This is an optimization exercise on Yosys and OpenROAD, whose aim is small area and a short achievable clock period, not a production implementation. Function was not checked in any run shown here: the RTL went through the layout flow alone. Power and IR drop assume default switching activity.

==> flow/design.v <==
module alu(a, b, f, x, push, op, s);
  input [15:0] a, b;
  input [4:0] f;
  input [15:0] x;
  input push, op;
  output [15:0] s;
  wire f_add  = (f == 5'b00000);
  wire f_sub  = (f == 5'b00001);
  wire f_mul  = (f == 5'b00010);
  wire f_shl  = (f == 5'b00011);
  wire f_shr  = (f == 5'b00100);
  wire f_band = (f == 5'b00101);
  wire f_bor  = (f == 5'b00110);
  wire f_bxor = (f == 5'b00111);
  wire f_and  = (f == 5'b01000);
  wire f_or   = (f == 5'b01001);
  wire f_eq   = (f == 5'b01010);
  wire f_ne   = (f == 5'b01011);
  wire f_ge   = (f == 5'b01100);
  wire f_le   = (f == 5'b01101);
  wire f_gt   = (f == 5'b01110);
  wire f_lt   = (f == 5'b01111);
  wire f_neg  = (f == 5'b10000);
  wire f_bnot = (f == 5'b10001);
  wire f_not  = (f == 5'b10010);
  wire [15:0] e, ba, bo, bna;
  eqv16 eqv0(.a(a), .b(b), .e(e));
  lgc16 lgc0(.a(a), .b(b), .ba(ba), .bo(bo), .bna(bna));
  wire eq = &e;
  wire ge_u;                           
  cmp16 cmp0(.g(bna), .p(e), .c(ge_u));
  wire lt = (b[15] ^ a[15]) ? b[15] : ~ge_u;
  wire anz = |a, bnz = |b;
  wire bit0 = (f_and & anz & bnz) | (f_or & (anz | bnz)) | (f_eq & eq) |
              (f_ne & ~eq) | (f_ge & ~lt) | (f_le & (lt | eq)) |
              (f_gt & ~(lt | eq)) | (f_lt & lt) | (f_not & ~anz);
  wire big = |a[15:4];
  wire [15:0] br;
  genvar i;
  generate for (i = 0; i < 16; i = i + 1) begin : g_rev
    assign br[i] = b[15 - i];
  end endgenerate
  wire [15:0] bs = f[2] ? br : b;
  wire [15:0] sh = bs << a[3:0];
  wire [15:0] shr;
  generate for (i = 0; i < 16; i = i + 1) begin : g_rev2
    assign shr[i] = sh[15 - i];
  end endgenerate
  wire [15:0] nra, nrb;
  mul_rows mul0(.a(a), .b(b), .nra(nra), .nrb(nrb));
  wire opv  = ~push & op;
  wire hold = ~push & ~op;
  wire s_mul = opv & f_mul;
  wire s_b   = opv & (f_add | f_sub);
  wire s_ap  = opv & f_add;
  wire s_an  = opv & (f_sub | f_neg | f_bnot);
  wire s_and = opv & f_band;
  wire s_or  = opv & f_bor;
  wire s_xor = opv & f_bxor;
  wire s_shl = opv & f_shl & ~big;
  wire s_shr = opv & f_shr & ~big;
  wire s_cmp = opv;
  wire ci    = opv & (f_sub | f_neg);
  wire [15:0] lo = ({16{push}} & x) | ({16{hold}} & a) | ({16{s_b}} & b) |
                   ({16{s_and}} & ba) | ({16{s_or}} & bo) |
                   ({16{s_xor}} & ~e) | ({16{s_shl}} & sh) |
                   ({16{s_shr}} & shr) | {15'd0, s_cmp & bit0};
  wire [15:0] vo = ({16{s_ap}} & a) | ({16{s_an}} & ~a);
  wire [15:0] u, v;
  rowsel rsu(.s(s_mul), .n(nra), .o(lo), .y(u));
  rowsel rsv(.s(s_mul), .n({nrb[15:1], 1'b1}), .o(vo), .y(v));
  add16 add0(.u(u), .v(v), .ci(ci), .s(s));
endmodule
module rowsel(s, n, o, y);
  input s;
  input [15:0] n, o;
  output [15:0] y;
  assign y = ({16{s}} & ~n) | o;
endmodule
module eqv16(a, b, e);
  input [15:0] a, b;
  output [15:0] e;
  assign e = ~(b ^ a);
endmodule
module lgc16(a, b, ba, bo, bna);
  input [15:0] a, b;
  output [15:0] ba, bo, bna;
  assign ba = b & a;
  assign bo = b | a;
  assign bna = b & ~a;
endmodule
module add16(u, v, ci, s);
  input [15:0] u, v;
  input ci;
  output [15:0] s;
  wire [15:0] p = u ^ v;
  wire [15:0] g = u & v;
  wire [15:0] c;
  prefix16 pre0(.g({g[15:1], g[0] | (p[0] & ci)}), .p(p), .c(c));
  assign s = p ^ {c[14:0], ci};
endmodule
module prefix16(g, p, c);
  input [15:0] g, p;
  output [15:0] c;
  wire [15:0] G0, P0, G1, P1, G2, P2, G3, P3, G4, P4;
  assign G0 = g;
  assign P0 = p;
  genvar i;
  generate
    for (i = 0; i < 16; i = i + 1) begin : g_pre
      if ((i % 2) >= 1) begin : l1
        assign G1[i] = G0[i] | (P0[i] & G0[(i/2)*2 + 0]);
        assign P1[i] = P0[i] & P0[(i/2)*2 + 0];
      end else begin : l1n
        assign G1[i] = G0[i]; assign P1[i] = P0[i];
      end
      if ((i % 4) >= 2) begin : l2
        assign G2[i] = G1[i] | (P1[i] & G1[(i/4)*4 + 1]);
        assign P2[i] = P1[i] & P1[(i/4)*4 + 1];
      end else begin : l2n
        assign G2[i] = G1[i]; assign P2[i] = P1[i];
      end
      if ((i % 8) >= 4) begin : l3
        assign G3[i] = G2[i] | (P2[i] & G2[(i/8)*8 + 3]);
        assign P3[i] = P2[i] & P2[(i/8)*8 + 3];
      end else begin : l3n
        assign G3[i] = G2[i]; assign P3[i] = P2[i];
      end
      if ((i % 16) >= 8) begin : l4
        assign G4[i] = G3[i] | (P3[i] & G3[7]);
        assign P4[i] = P3[i] & P3[7];
      end else begin : l4n
        assign G4[i] = G3[i]; assign P4[i] = P3[i];
      end
      assign c[i] = G4[i];
    end
  endgenerate
endmodule
module cmp16(g, p, c);
  input [15:0] g, p;
  output c;
  wire [15:0] g1 = {g[15:1], g[0] | p[0]};
  wire [7:0] G1, P1;
  wire [3:0] G2, P2;
  wire [1:0] G3, P3;
  genvar i;
  generate
    for (i = 0; i < 8; i = i + 1) begin : l1
      assign G1[i] = g1[2*i+1] | (p[2*i+1] & g1[2*i]);
      assign P1[i] = p[2*i+1] & p[2*i];
    end
    for (i = 0; i < 4; i = i + 1) begin : l2
      assign G2[i] = G1[2*i+1] | (P1[2*i+1] & G1[2*i]);
      assign P2[i] = P1[2*i+1] & P1[2*i];
    end
    for (i = 0; i < 2; i = i + 1) begin : l3
      assign G3[i] = G2[2*i+1] | (P2[2*i+1] & G2[2*i]);
      assign P3[i] = P2[2*i+1] & P2[2*i];
    end
  endgenerate
  assign c = G3[1] | (P3[1] & G3[0]);
endmodule
module mul_rows(a, b, nra, nrb);
  input [15:0] a, b;
  output [15:0] nra, nrb;   
  wire [15:0] npp [0:15];
  genvar gi;
  generate for (gi = 0; gi < 16; gi = gi + 1) begin : g_pp
    assign npp[gi] = ~(b & {16{a[gi]}});
  end endgenerate
  wire s1;
  wire c2;
  wire s3;
  wire c4;
  wire s5;
  wire c6;
  wire x7;
  wire x8;
  wire x9;
  wire x10;
  wire x11;
  wire s12;
  wire c13;
  wire s14;
  wire c15;
  wire s16;
  wire c17;
  wire s18;
  wire c19;
  wire s20;
  wire c21;
  wire s22;
  wire c23;
  wire s24;
  wire c25;
  wire s26;
  wire c27;
  wire s28;
  wire c29;
  wire s30;
  wire c31;
  wire s32;
  wire c33;
  wire s34;
  wire c35;
  wire s36;
  wire c37;
  wire s38;
  wire c39;
  wire s40;
  wire c41;
  wire s42;
  wire c43;
  wire s44;
  wire c45;
  wire s46;
  wire c47;
  wire x48;
  wire x49;
  wire x50;
  wire x51;
  wire x52;
  wire x53;
  wire s54;
  wire c55;
  wire s56;
  wire c57;
  wire s58;
  wire c59;
  wire s60;
  wire c61;
  wire s62;
  wire c63;
  wire s64;
  wire c65;
  wire s66;
  wire c67;
  wire s68;
  wire c69;
  wire s70;
  wire c71;
  wire s72;
  wire c73;
  wire s74;
  wire c75;
  wire s76;
  wire c77;
  wire s78;
  wire c79;
  wire s80;
  wire c81;
  wire s82;
  wire c83;
  wire s84;
  wire c85;
  wire s86;
  wire c87;
  wire s88;
  wire c89;
  wire s90;
  wire c91;
  wire s92;
  wire c93;
  wire s94;
  wire c95;
  wire s96;
  wire c97;
  wire s98;
  wire c99;
  wire s100;
  wire c101;
  wire x102;
  wire x103;
  wire x104;
  wire x105;
  wire x106;
  wire s107;
  wire c108;
  wire s109;
  wire c110;
  wire s111;
  wire c112;
  wire s113;
  wire c114;
  wire s115;
  wire c116;
  wire s117;
  wire c118;
  wire s119;
  wire c120;
  wire s121;
  wire c122;
  wire s123;
  wire c124;
  wire s125;
  wire c126;
  wire s127;
  wire c128;
  wire s129;
  wire c130;
  wire s131;
  wire c132;
  wire s133;
  wire c134;
  wire s135;
  wire c136;
  wire s137;
  wire c138;
  wire s139;
  wire c140;
  wire s141;
  wire c142;
  wire s143;
  wire c144;
  wire s145;
  wire c146;
  wire s147;
  wire c148;
  wire x149;
  wire x150;
  wire x151;
  wire x152;
  wire s153;
  wire c154;
  wire s155;
  wire c156;
  wire s157;
  wire c158;
  wire s159;
  wire c160;
  wire s161;
  wire c162;
  wire s163;
  wire c164;
  wire s165;
  wire c166;
  wire s167;
  wire c168;
  wire s169;
  wire c170;
  wire s171;
  wire c172;
  wire s173;
  wire c174;
  wire s175;
  wire c176;
  wire x177;
  wire x178;
  wire x179;
  wire s180;
  wire c181;
  wire s182;
  wire c183;
  wire s184;
  wire c185;
  wire s186;
  wire c187;
  wire s188;
  wire c189;
  wire s190;
  wire c191;
  wire s192;
  wire c193;
  wire s194;
  wire c195;
  wire s196;
  wire c197;
  wire s198;
  wire c199;
  wire s200;
  wire c201;
  wire s202;
  wire c203;
  wire s204;
  wire c205;
  wire x206;
  wire x207;
  wire x208;
  wire x209;
  xnr us1(.a(npp[0][13]), .b(npp[1][12]), .y(s1));
  orr uc2(.a(npp[0][13]), .b(npp[1][12]), .y(c2));
  fa us3(.a(npp[0][14]), .b(npp[1][13]), .c(npp[2][12]), .s(s3), .co(c4));
  xnr us5(.a(npp[3][11]), .b(npp[4][10]), .y(s5));
  orr uc6(.a(npp[3][11]), .b(npp[4][10]), .y(c6));
  assign x7 = npp[0][15] ^ npp[1][14];
  assign x8 = npp[2][13] ^ npp[3][12];
  assign x9 = npp[4][11] ^ npp[5][10];
  assign x10 = npp[6][9] ^ npp[7][8];
  assign x11 = npp[8][7] ^ npp[9][6];
  xnr us12(.a(npp[0][9]), .b(npp[1][8]), .y(s12));
  orr uc13(.a(npp[0][9]), .b(npp[1][8]), .y(c13));
  fa us14(.a(npp[0][10]), .b(npp[1][9]), .c(npp[2][8]), .s(s14), .co(c15));
  xnr us16(.a(npp[3][7]), .b(npp[4][6]), .y(s16));
  orr uc17(.a(npp[3][7]), .b(npp[4][6]), .y(c17));
  fa us18(.a(npp[0][11]), .b(npp[1][10]), .c(npp[2][9]), .s(s18), .co(c19));
  fa us20(.a(npp[3][8]), .b(npp[4][7]), .c(npp[5][6]), .s(s20), .co(c21));
  xnr us22(.a(npp[6][5]), .b(npp[7][4]), .y(s22));
  orr uc23(.a(npp[6][5]), .b(npp[7][4]), .y(c23));
  fa us24(.a(npp[0][12]), .b(npp[1][11]), .c(npp[2][10]), .s(s24), .co(c25));
  fa us26(.a(npp[3][9]), .b(npp[4][8]), .c(npp[5][7]), .s(s26), .co(c27));
  fa us28(.a(npp[6][6]), .b(npp[7][5]), .c(npp[8][4]), .s(s28), .co(c29));
  xnr us30(.a(npp[9][3]), .b(npp[10][2]), .y(s30));
  orr uc31(.a(npp[9][3]), .b(npp[10][2]), .y(c31));
  fa us32(.a(npp[2][11]), .b(npp[3][10]), .c(npp[4][9]), .s(s32), .co(c33));
  fa us34(.a(npp[5][8]), .b(npp[6][7]), .c(npp[7][6]), .s(s34), .co(c35));
  fa us36(.a(npp[8][5]), .b(npp[9][4]), .c(npp[10][3]), .s(s36), .co(c37));
  fa us38(.a(npp[11][2]), .b(npp[12][1]), .c(npp[13][0]), .s(s38), .co(c39));
  fa us40(.a(npp[5][9]), .b(npp[6][8]), .c(npp[7][7]), .s(s40), .co(c41));
  fa us42(.a(npp[8][6]), .b(npp[9][5]), .c(npp[10][4]), .s(s42), .co(c43));
  fa us44(.a(npp[11][3]), .b(npp[12][2]), .c(npp[13][1]), .s(s44), .co(c45));
  fa us46(.a(npp[14][0]), .b(c2), .c(s3), .s(s46), .co(c47));
  assign x48 = npp[10][5] ^ npp[11][4];
  assign x49 = npp[12][3] ^ npp[13][2];
  assign x50 = npp[14][1] ^ npp[15][0];
  assign x51 = c4 ^ c6;
  assign x52 = x7 ^ x8;
  assign x53 = x9 ^ x10;
  xnr us54(.a(npp[0][6]), .b(npp[1][5]), .y(s54));
  orr uc55(.a(npp[0][6]), .b(npp[1][5]), .y(c55));
  fa us56(.a(npp[0][7]), .b(npp[1][6]), .c(npp[2][5]), .s(s56), .co(c57));
  xnr us58(.a(npp[3][4]), .b(npp[4][3]), .y(s58));
  orr uc59(.a(npp[3][4]), .b(npp[4][3]), .y(c59));
  fa us60(.a(npp[0][8]), .b(npp[1][7]), .c(npp[2][6]), .s(s60), .co(c61));
  fa us62(.a(npp[3][5]), .b(npp[4][4]), .c(npp[5][3]), .s(s62), .co(c63));
  xnr us64(.a(npp[6][2]), .b(npp[7][1]), .y(s64));
  orr uc65(.a(npp[6][2]), .b(npp[7][1]), .y(c65));
  fa us66(.a(npp[2][7]), .b(npp[3][6]), .c(npp[4][5]), .s(s66), .co(c67));
  fa us68(.a(npp[5][4]), .b(npp[6][3]), .c(npp[7][2]), .s(s68), .co(c69));
  fa us70(.a(npp[8][1]), .b(npp[9][0]), .c(s12), .s(s70), .co(c71));
  fa us72(.a(npp[5][5]), .b(npp[6][4]), .c(npp[7][3]), .s(s72), .co(c73));
  fa us74(.a(npp[8][2]), .b(npp[9][1]), .c(npp[10][0]), .s(s74), .co(c75));
  fa us76(.a(c13), .b(s14), .c(s16), .s(s76), .co(c77));
  fa us78(.a(npp[8][3]), .b(npp[9][2]), .c(npp[10][1]), .s(s78), .co(c79));
  fa us80(.a(npp[11][0]), .b(c15), .c(c17), .s(s80), .co(c81));
  fa us82(.a(s18), .b(s20), .c(s22), .s(s82), .co(c83));
  fa us84(.a(npp[11][1]), .b(npp[12][0]), .c(c19), .s(s84), .co(c85));
  fa us86(.a(c21), .b(c23), .c(s24), .s(s86), .co(c87));
  fa us88(.a(s26), .b(s28), .c(s30), .s(s88), .co(c89));
  fa us90(.a(s1), .b(c25), .c(c27), .s(s90), .co(c91));
  fa us92(.a(c29), .b(c31), .c(s32), .s(s92), .co(c93));
  fa us94(.a(s34), .b(s36), .c(s38), .s(s94), .co(c95));
  fa us96(.a(s5), .b(c33), .c(c35), .s(s96), .co(c97));
  fa us98(.a(c37), .b(c39), .c(s40), .s(s98), .co(c99));
  fa us100(.a(s42), .b(s44), .c(s46), .s(s100), .co(c101));
  assign x102 = x11 ^ c41;
  assign x103 = c43 ^ c45;
  assign x104 = c47 ^ x48;
  assign x105 = x49 ^ x50;
  assign x106 = x51 ^ x52;
  xnr us107(.a(npp[0][4]), .b(npp[1][3]), .y(s107));
  orr uc108(.a(npp[0][4]), .b(npp[1][3]), .y(c108));
  fa us109(.a(npp[0][5]), .b(npp[1][4]), .c(npp[2][3]), .s(s109), .co(c110));
  xnr us111(.a(npp[3][2]), .b(npp[4][1]), .y(s111));
  orr uc112(.a(npp[3][2]), .b(npp[4][1]), .y(c112));
  fa us113(.a(npp[2][4]), .b(npp[3][3]), .c(npp[4][2]), .s(s113), .co(c114));
  fa us115(.a(npp[5][1]), .b(npp[6][0]), .c(s54), .s(s115), .co(c116));
  fa us117(.a(npp[5][2]), .b(npp[6][1]), .c(npp[7][0]), .s(s117), .co(c118));
  fa us119(.a(c55), .b(s56), .c(s58), .s(s119), .co(c120));
  fa us121(.a(npp[8][0]), .b(c57), .c(c59), .s(s121), .co(c122));
  fa us123(.a(s60), .b(s62), .c(s64), .s(s123), .co(c124));
  fa us125(.a(c61), .b(c63), .c(c65), .s(s125), .co(c126));
  fa us127(.a(s66), .b(s68), .c(s70), .s(s127), .co(c128));
  fa us129(.a(c67), .b(c69), .c(c71), .s(s129), .co(c130));
  fa us131(.a(s72), .b(s74), .c(s76), .s(s131), .co(c132));
  fa us133(.a(c73), .b(c75), .c(c77), .s(s133), .co(c134));
  fa us135(.a(s78), .b(s80), .c(s82), .s(s135), .co(c136));
  fa us137(.a(c79), .b(c81), .c(c83), .s(s137), .co(c138));
  fa us139(.a(s84), .b(s86), .c(s88), .s(s139), .co(c140));
  fa us141(.a(c85), .b(c87), .c(c89), .s(s141), .co(c142));
  fa us143(.a(s90), .b(s92), .c(s94), .s(s143), .co(c144));
  fa us145(.a(c91), .b(c93), .c(c95), .s(s145), .co(c146));
  fa us147(.a(s96), .b(s98), .c(s100), .s(s147), .co(c148));
  assign x149 = x53 ^ c97;
  assign x150 = c99 ^ c101;
  assign x151 = x102 ^ x103;
  assign x152 = x104 ^ x105;
  xnr us153(.a(npp[0][3]), .b(npp[1][2]), .y(s153));
  orr uc154(.a(npp[0][3]), .b(npp[1][2]), .y(c154));
  fa us155(.a(npp[2][2]), .b(npp[3][1]), .c(npp[4][0]), .s(s155), .co(c156));
  fa us157(.a(npp[5][0]), .b(c108), .c(s109), .s(s157), .co(c158));
  fa us159(.a(c110), .b(c112), .c(s113), .s(s159), .co(c160));
  fa us161(.a(c114), .b(c116), .c(s117), .s(s161), .co(c162));
  fa us163(.a(c118), .b(c120), .c(s121), .s(s163), .co(c164));
  fa us165(.a(c122), .b(c124), .c(s125), .s(s165), .co(c166));
  fa us167(.a(c126), .b(c128), .c(s129), .s(s167), .co(c168));
  fa us169(.a(c130), .b(c132), .c(s133), .s(s169), .co(c170));
  fa us171(.a(c134), .b(c136), .c(s137), .s(s171), .co(c172));
  fa us173(.a(c138), .b(c140), .c(s141), .s(s173), .co(c174));
  fa us175(.a(c142), .b(c144), .c(s145), .s(s175), .co(c176));
  assign x177 = x106 ^ c146;
  assign x178 = c148 ^ x149;
  assign x179 = x150 ^ x151;
  xnr us180(.a(npp[0][2]), .b(npp[1][1]), .y(s180));
  orr uc181(.a(npp[0][2]), .b(npp[1][1]), .y(c181));
  fa us182(.a(npp[2][1]), .b(npp[3][0]), .c(s153), .s(s182), .co(c183));
  fa us184(.a(s107), .b(c154), .c(s155), .s(s184), .co(c185));
  fa us186(.a(s111), .b(c156), .c(s157), .s(s186), .co(c187));
  fa us188(.a(s115), .b(c158), .c(s159), .s(s188), .co(c189));
  fa us190(.a(s119), .b(c160), .c(s161), .s(s190), .co(c191));
  fa us192(.a(s123), .b(c162), .c(s163), .s(s192), .co(c193));
  fa us194(.a(s127), .b(c164), .c(s165), .s(s194), .co(c195));
  fa us196(.a(s131), .b(c166), .c(s167), .s(s196), .co(c197));
  fa us198(.a(s135), .b(c168), .c(s169), .s(s198), .co(c199));
  fa us200(.a(s139), .b(c170), .c(s171), .s(s200), .co(c201));
  fa us202(.a(s143), .b(c172), .c(s173), .s(s202), .co(c203));
  fa us204(.a(s147), .b(c174), .c(s175), .s(s204), .co(c205));
  assign x206 = x152 ^ c176;
  assign x207 = x177 ^ x178;
  assign x208 = x179 ^ c205;
  assign x209 = x206 ^ x207;
  assign nra = {~x208, c203, c201, c199, c197, c195, c193, c191, c189, c187, c185, c183, c181, npp[2][0], npp[0][1], npp[0][0]};
  assign nrb = {x209, s204, s202, s200, s198, s196, s194, s192, s190, s188, s186, s184, s182, s180, npp[1][0], 1'b1};
endmodule
module fa(a, b, c, s, co);
  input a, b, c;
  output s, co;
  assign s = a ^ b ^ c;
  assign co = (a & b) | (a & c) | (b & c);
endmodule
module xnr(a, b, y);
  input a, b;
  output y;
  assign y = ~(a ^ b);
endmodule
module orr(a, b, y);
  input a, b;
  output y;
  assign y = a | b;
endmodule
module stack(clk, push, pop, d, qtop, qnext);
  parameter N=16;
  input clk, push, pop;
  input [N-1:0] d;
  output [N-1:0] qtop, qnext;
  reg [N-1:0] q[0:3];
  wire [N-1:0] n1, n2, n3;
  assign qtop=q[0];
  assign qnext=q[1];
  wire dn = push;             
  wire up = pop & ~push;      
  wire hd = ~push & ~pop;     
  sel3 #(N) m1(.s0(dn), .s1(up), .s2(hd), .a(q[0]), .b(q[2]), .c(q[1]), .y(n1));
  sel3 #(N) m2(.s0(dn), .s1(up), .s2(hd), .a(q[1]), .b(q[3]), .c(q[2]), .y(n2));
  sel2 #(N) m3(.s0(dn), .s1(hd), .a(q[2]), .b(q[3]), .y(n3));
  always @(posedge clk)
    begin
      q[0] <= d;
      q[1] <= n1;
      q[2] <= n2;
      q[3] <= n3;
    end
endmodule
module sel3(s0, s1, s2, a, b, c, y);
  parameter N=16;
  input s0, s1, s2;
  input [N-1:0] a, b, c;
  output [N-1:0] y;
  assign y = ({N{s0}} & a) | ({N{s1}} & b) | ({N{s2}} & c);
endmodule
module sel2(s0, s1, a, b, y);
  parameter N=16;
  input s0, s1;
  input [N-1:0] a, b;
  output [N-1:0] y;
  assign y = ({N{s0}} & a) | ({N{s1}} & b);
endmodule
module opstack(clk, num, op, x, qtop);
  input clk, num, op;
  input [15:0] x;
  output [15:0] qtop;
  wire [15:0] qnext, d;
  wire push, pop;
  alu alu0(.a(qtop), .b(qnext), .f(x[4:0]), .x(x), .push(num), .op(op), .s(d));
  stack stack0(clk, push, pop, d, qtop, qnext);
  assign push=num;
  assign pop=op&~x[4];
endmodule
==> flow/flow/run.sh <==
#!/bin/bash
# Standard layout, with port buffers of the smallest buffer cell.
set -e
export BUFFER_PORTS_ARGS="-buffer_cell sky130_fd_sc_hd__buf_1"
bash standard.sh > standard.log 2>&1
==> flow/standard.sh <==
#!/bin/bash
# synth_recipe.tcl (not shown) runs the flow's synth.tcl, then flattens the netlist and writes it again
# the make line also repeats each setting of config.mk as NAME=value (left out here)
make -C /OpenROAD-flow-scripts/flow DESIGN_CONFIG=/design/flow/config.mk WORK_HOME=/design/flow/orfs CLKGATE_MAP_FILE= SYNTH_SCRIPT=/design/flow/synth_recipe.tcl "${@:-finish}"
==> flow/config.mk <==
export PLATFORM = sky130hd
export DESIGN_NAME = opstack
export DESIGN_NICKNAME = opstack
export VERILOG_FILES = /design/flow/design.v
export SDC_FILE = /design/flow/constraint.sdc
export NUM_CORES = 4
export LEC_CHECK = 0
export CAP_MARGIN = 20
export CORE_MARGIN = 2
export CORE_UTILIZATION = 40
export CTS_BUF_LIST = sky130_fd_sc_hd__clkbuf_4 sky130_fd_sc_hd__clkbuf_8
export SETUP_SLACK_MARGIN = 1.5
export SLEW_MARGIN = 20
export SYNTH_HIERARCHICAL = 1
==> flow/constraint.sdc <==
create_clock -name core_clock -period 7.0 [get_ports {clk}]
set_input_delay 1.4000 -clock core_clock [delete_from_list [all_inputs] [get_ports {clk}]]
set_output_delay 1.4000 -clock core_clock [all_outputs]
set_load 0.01 [all_outputs]
==> out/metrics.cfg, run 1 <==
[placed_design]
detailed_place_hpwl_mm=17.9
gp_congestion=0.931
place_ws_ps=1620
port_buffers=34

[power_and_ir_drop]
power_density_nw_per_um2=228
ir_drop_uv=167
p_leak_nw=3.46

[worst_hold_path]
hold_path.class=flip-flop to flip-flop
whs_endpoint=stack0.q[2][14]
hold_start=stack0.q[3][14]
min_path_cells=2

[floorplanning]
core_area_um2=21000
die_h_um=150
dieArea_um2=22400
initial_utilization_pct=40.6
die_w_um=150
rows=53
num_io_pins=35

[timing]
finalMaxSlewViolations=0
worst_pin_slew_ps=1050
hold_viol=0
worst_slack_ps=1820
period_share_pct=74.0
finalSetupViolations=0
max_slew_margin_pct=29.9
fin_tns_setup_ps=0
rsz0062_at_grt=false
clock.fmax_mhz=193
skew_ps=15.4
period_minus_slack_ps=5180

[final_layout]
area.growth.synth_to_final_pct=4.00
largest_register=stack0.q
drive_above_1_share_pct=10.2
largest_reg_flops=64
top_regs=stack0.q (64)
fin_nets=1085

[grt]
grt_pass1_vias=7023
grt_pass1_wl_mm=40.0
grt_max_degree=65
antenna_found_initial=0
track_usage_pct=23.1
grt_overflow=0

[run_status]
status=complete, no violations

[setup_path]
slowest_stage=dfxtp_1
cp.required_ps=7240
crit_arrival_ps=5420
rr_endpoint=stack0.q[0][15]
critPathLaunchType=flip-flop
cp_common_cell=fa_1
path_class=flip-flop to flip-flop
crit_chain=buf_4 -> nand2_1 -> fa_1 -> fa_1 -> fa_1 -> fa_1 -> fa_1 -> xnor2_1 -> xnor2_1 -> xnor2_1 -> inv_1 -> a21o_2 -> ha_1 -> xor2_1
reg2reg_from=stack0.q[0][1]
max_stage_delay_ps=990
crit_path_max_fanout=22
reg2regPathDepth=14
end_kind=flip-flop
reg2reg_slack_ps=1820
worst-path-buf-inv=2
cp_top_family=adder cells

[yosys]
yosys_warnings=10
syn_nets=1105
syn_avg_cell_area_um2=8.57
synthCells=992
syn-cell-area_um2=8510

[clock_network]
cts-root-buf=clkbuf_8
postCtsSetupBuffers=0
cts_made_buffers=9
clockBufferDepth=2
holdBufCountCts=0
clk_latency_ps=360
cts.sinks=64
tritoncts=built
cts.repair.resized=0
path_clk_slew_ps=70
cts_max_level=3

[detailed_routing]
drc=0
via_count=7334
dr.pass1.iters=6
finalWirelength_mm=25.3
routedWlPerCell_um=20.2
vias_per_cell=5.85
antenna_left=0
drt-initial-drc-count=773

[flow_run]
maxCapViolCount=0

layout by cell type, fill, tap and decap left out, types with 13 or more instances in the layout:
cell and count:
o21ai_0 40, a22oi_1 14, xnor2_1 49, nand2_1 175
dfxtp_1 63, buf_1 33, a211oi_1 13, mux2i_1 13
a21oi_1 16, fa_1 79, a221oi_1 13, inv_1 66
xor2_1 22, buf_4 28, or2_1 31, nor2_1 39
nor2b_1 21, ha_1 15, and2_1 18, a21o_1 29
a222oi_1 36
stage by stage:
stage          total power, mW  area, um2  hold slack [ps]  cells  utilization, %
6_report                  2.02       8850              466   1253            42.2
5_1_grt                   2.18       8840              492   1252            42.2
4_1_cts                   2.02       8840              464   1252            42.2
3_5_place_dp              1.60       8590              451   1236            41.0
3_3_place_gp              1.60       8590              443   1236            41.0
2_1_floorplan             1.47       8510              437    992               -
worst min-delay path, cell delays in order, from the launching register on:
cell	delay [ps]
dfxtp_1	330
a222oi_1	60
inv_1	50
report_power, final:
part / switching (mW) / leakage [nW] / internal, mW
combinational: 0.600 / 2.81 / 0.457
clock: 0.162 / 0.119 / 0.248
sequential: 0.127 / 0.533 / 0.423
per-layer routing:
metal	track usage [%]	wire [um]	part of all wire [%]	vias to the layer above
met2	35.8	11200	44	285
met5	0	0	0	-
li1	-	-	-	3402
met3	4.73	2020	8.0	33
met1	33.1	11700	46	3614
met4	5.38	383	1.5	0
final cells by class:
class | instances | area (um2)
sequential | 64 | 1280
inverter | 69 | 259
tap | 275 | 344
clock buffer | 10 | 138
multi-input combinational | 766 | 6370
timing repair buffer | 62 | 339
fill | 2134 | 12100
clock inverter | 6 | 114
antenna | 1 | 2.50
worst max-delay path by stage:
stage                     cells past startpoint           start              end
after floorplan                              17            x[2]  stack0.q[0][13]
after global placement                       17            x[2]  stack0.q[0][13]
final                                        14  stack0.q[0][1]  stack0.q[0][15]
after CTS                                    14  stack0.q[0][1]  stack0.q[0][15]
after global routing                         15  stack0.q[0][1]  stack0.q[0][15]
after detailed placement                     17            x[2]  stack0.q[0][13]
==> inputs of run 2 (changes only) <==
--- a/flow/design.v
+++ b/flow/design.v
@@ -50,16 +50,14 @@
   mul_rows mul0(.a(a), .b(b), .nra(nra), .nrb(nrb));
-  wire opv  = ~push & op;
-  wire hold = ~push & ~op;
-  wire s_mul = opv & f_mul;
-  wire s_b   = opv & (f_add | f_sub);
-  wire s_ap  = opv & f_add;
-  wire s_an  = opv & (f_sub | f_neg | f_bnot);
-  wire s_and = opv & f_band;
-  wire s_or  = opv & f_bor;
-  wire s_xor = opv & f_bxor;
-  wire s_shl = opv & f_shl & ~big;
-  wire s_shr = opv & f_shr & ~big;
-  wire s_cmp = opv;
-  wire ci    = opv & (f_sub | f_neg);
-  wire [15:0] lo = ({16{push}} & x) | ({16{hold}} & a) | ({16{s_b}} & b) |
+  wire s_mul = f_mul;
+  wire s_b   = f_add | f_sub;
+  wire s_ap  = f_add;
+  wire s_an  = f_sub | f_neg | f_bnot;
+  wire s_and = f_band;
+  wire s_or  = f_bor;
+  wire s_xor = f_bxor;
+  wire s_shl = f_shl & ~big;
+  wire s_shr = f_shr & ~big;
+  wire s_cmp = 1'b1;
+  wire ci    = f_sub | f_neg;
+  wire [15:0] lo = ({16{s_b}} & b) |
                    ({16{s_and}} & ba) | ({16{s_or}} & bo) |
@@ -71,3 +69,13 @@
   rowsel rsv(.s(s_mul), .n({nrb[15:1], 1'b1}), .o(vo), .y(v));
-  add16 add0(.u(u), .v(v), .ci(ci), .s(s));
+  wire [15:0] r;
+  add16 add0(.u(u), .v(v), .ci(ci), .s(r));
+  wire opv  = ~push & op;
+  wire hold = ~push & ~op;
+  topsel ts0(.sx(push), .sr(opv), .sa(hold), .x(x), .r(r), .a(a), .y(s));
+endmodule
+module topsel(sx, sr, sa, x, r, a, y);
+  input sx, sr, sa;
+  input [15:0] x, r, a;
+  output [15:0] y;
+  assign y = ({16{sx}} & x) | ({16{sr}} & r) | ({16{sa}} & a);
 endmodule
--- a/flow/config.mk
+++ b/flow/config.mk
@@ -11,3 +11,3 @@
 export CTS_BUF_LIST = sky130_fd_sc_hd__clkbuf_4 sky130_fd_sc_hd__clkbuf_8
-export SETUP_SLACK_MARGIN = 1.5
+export SETUP_SLACK_MARGIN = 2.5
 export SLEW_MARGIN = 20
==> run 2 against run 1 <==
Effect of this change: clock-buffer cell count decreased by 1; die area increased by 1.9%; highest routed layer unchanged; flip-flop and latch count unchanged; sequential power decreased by 6.0%; area after synthesis increased by 2.0%; critical path type is now primary input to flip-flop; register-to-register slack improved by 480 ps.
==> out/metrics.cfg, run 2 <==
[grt]
use_met1_pct=37.6  ; +4.5 points
grt.busiest_layer=met2
grt_max_degree=69  ; +6.2%
gr-usage-met2_pct=41.3  ; +5.5 points
antenna_found_initial=0  ; unchanged
grt_overflow=0  ; unchanged
use_met3_pct=7.83  ; +3.1 points
grt_pass1_vias=8007  ; +14%
track_usage_pct=27.5  ; +4.4 points
grt_pass1_wl_mm=47.0  ; +18%

[floorplanning]
die_w_um=151  ; +0.95%
core_area_um2=21200  ; +0.95%
num_io_pins=35  ; unchanged
dieArea_um2=22900  ; +1.9%
die_h_um=151  ; +0.95%
rows=53  ; unchanged
initial_utilization_pct=41.0  ; +0.41 points

[timing]
finalMaxSlewViolations=0  ; unchanged
rsz0062_at_grt=true
whs_ps=478  ; +12.5 ps
clock.fmax_mhz=212  ; +9.8%
finalSetupViolations=0  ; unchanged
period_share_pct=67.3  ; -6.6 points
worst_pin_slew_ps=1010  ; -38.9 ps
fin_tns_setup_ps=0  ; unchanged
hold_viol=0  ; unchanged
max_slew_margin_pct=32.5  ; +2.6 points
skew_ps=16.7  ; +1.28 ps
period_minus_slack_ps=4710  ; -463 ps

[clock_network]
cts_max_level=3  ; unchanged
clockBufferDepth=2  ; unchanged
clk_latency_ps=390  ; +30 ps
path_clk_slew_ps=90  ; +20 ps
cts.sinks=64  ; unchanged
cts_made_buffers=9  ; unchanged
cts-root-buf=clkbuf_8
holdBufCountCts=0  ; unchanged
tritoncts=built

[final_layout]
top_regs=stack0.q (64)
largest_reg_flops=64  ; unchanged
final_common_cell=nand2_1
diodes=0  ; -1
largest_register=stack0.q
area.growth.synth_to_final_pct=23.3
drive_above_1_share_pct=27.4  ; +17 points
layout_common_cells=192 x nand2_1, 86 x inv_1, 86 x buf_4, 59 x fa_1, 48 x a222oi_1
finish.instance_area_um2=10700  ; +21%
fin_nets=1212  ; +12%
fillCellCount=1957  ; -8.3%

[power_and_ir_drop]
ir_drop_uv=132  ; -21%
p_comb_share_pct=57.1  ; +4.7 points
p_leak_nw=4.40  ; +27%
pwr-share-clk_pct=19.5  ; -0.8 points
swShare_pct=43.1  ; -0.96 points
power_density_nw_per_um2=206  ; -9.6%
seqPwrFrac_pct=23.4  ; -3.9 points
intPower_mw=1.25  ; +11%
switching_power_uw=951  ; +7.0%

[placed_design]
detailed_place_hpwl_mm=19.5  ; +8.8%
postPlaceCellArea_um2=8840  ; +2.9%
gp_congestion=0.961  ; +3.2%
port_buffers=34  ; unchanged

[yosys]
syn_avg_cell_area_um2=8.48  ; -1.1%
yosys_warnings=10  ; unchanged
synthCells=1023  ; +3.1%
syn_nets=1136  ; +2.8%
syn-cell-area_um2=8670  ; +2.0%

[setup_path]
path_class=primary input to flip-flop
crit_arrival_ps=5000  ; -420 ps
end_kind=flip-flop
startpoint=x[2]
critPathLaunchType=primary input
cp.required_ps=7280  ; +40 ps
reg2reg_from=stack0.q[1][2]
crit_path_max_fanout=7  ; -68%

[detailed_routing]
routedWlPerCell_um=22.6  ; +12%
antenna_left=0  ; unchanged
vias_per_cell=6.11  ; +4.4%
drt-initial-drc-count=1012  ; +31%
drc=0  ; unchanged
via_count=8425  ; +15%
dr.pass1.iters=8  ; +2
finalWirelength_mm=31.1  ; +23%

[run_status]
status=complete, no violations

[worst_hold_path]
hold_path.class=flip-flop to flip-flop
hold_start=stack0.q[3][12]

[flow_run]
maxCapViolCount=0  ; unchanged

==> run 2: what timing repair did <==
item	4_1_cts	5_1_grt
pin swaps	44	47
setup buffers	73	14
cloned	4	0
setup endpoints to repair	13	13
gates resized for setup	161	42
==> run 2: worst paths after layout <==
check / endpoint / slack, ps / cells after the start
max: stack0.q[0][13] / 2290 / 17
min: stack0.q[3][12] / 480 / 1
max reg2reg: stack0.q[0][13] / 2300 / 23
min reg2reg: stack0.q[3][12] / 480 / 1
==> run 2: worst max-delay path: stages <==
cell	delay, ps
clkbuf_16	130
mux4_2	530
nand2b_1	110
a31oi_2	110
a221o_1	380
a221o_1	350
a21o_2	210
ha_4	220
a21o_1	180
a22o_1	270
a41o_4	240
a21oi_4	180
inv_2	60
a21o_1	160
xor2_1	130
a222oi_1	270
inv_1	60
==> run 2: final cells by class <==
| cell class | instances | area, um2 | area share (%) |
|---|---|---|---|
| multi-input combinational | 776 | 6940 | 64.9 |
| timing repair buffer | 160 | 1440 | 13.5 |
| sequential | 64 | 1390 | 13.0 |
| tap | 275 | 344 | 3.22 |
| inverter | 88 | 330 | 3.09 |
| clock inverter | 7 | 125 | 1.17 |
| clock buffer | 9 | 124 | 1.16 |
==> run 2: per-stage QoR <==
stage | setup WS, ps | total power, mW | util, % | instances
floorplan | 2110 | 1.35 | - | 1023
global placement | 1230 | 1.49 | 41.8 | 1272
detailed placement | 1200 | 1.49 | 41.8 | 1272
CTS | 2340 | 2.12 | 49.0 | 1365
global route | 2130 | 2.34 | 50.6 | 1379
finish | 2290 | 2.20 | 50.6 | 1379
==> run 2: power groups by stage <==
stage | sequential [mW] | combinational [mW] | clock, mW
detailed placement | 0.548 | 0.944 | 0
finish | 0.517 | 1.26 | 0.430
floorplan | 0.501 | 0.848 | 0
global placement | 0.547 | 0.941 | 0
CTS | 0.513 | 1.17 | 0.432
global route | 0.523 | 1.37 | 0.452
==> run 2: metal layers <==
layer | wire length (um) | share of wire, % | up-vias
li1 | - | - | 3699
met1 | 13100 | 42 | 4162
met2 | 13600 | 44 | 472
met3 | 3310 | 11 | 92
met4 | 1100 | 3.5 | 0
met5 | 0 | 0 | -

-- separate check: timing with driven ports --
How much do the figures lean on ideal ports? The routed layouts below were timed once more, with nothing changed but the port constraints. Step 1 assumes that a clkbuf_16 drives the clock port and a buf_2 every other input. Step 2 moves the port delays by t, midway between the first and last clock arrival at a register: inputs arrive t later, outputs are due t later. That takes back most of the time a late clock gives input paths. a / b / c = ideal / step 1 / step 2; a / b = the first two.
| run | t (ns) | setup WS [ns] | pins driven straight from the clock port |
|---|---|---|---|
| run 1 | 0.394 | 1.823 / 1.823 / 1.573 | 1 |
| run 2 | 0.421 | 2.286 / 2.181 / 1.760 | 1 |
After both steps every run listed still meets setup and hold. For run 2, which loses most, drivers alone change the setup slack by -0.105 ns; drivers and shift together by -0.526 ns.
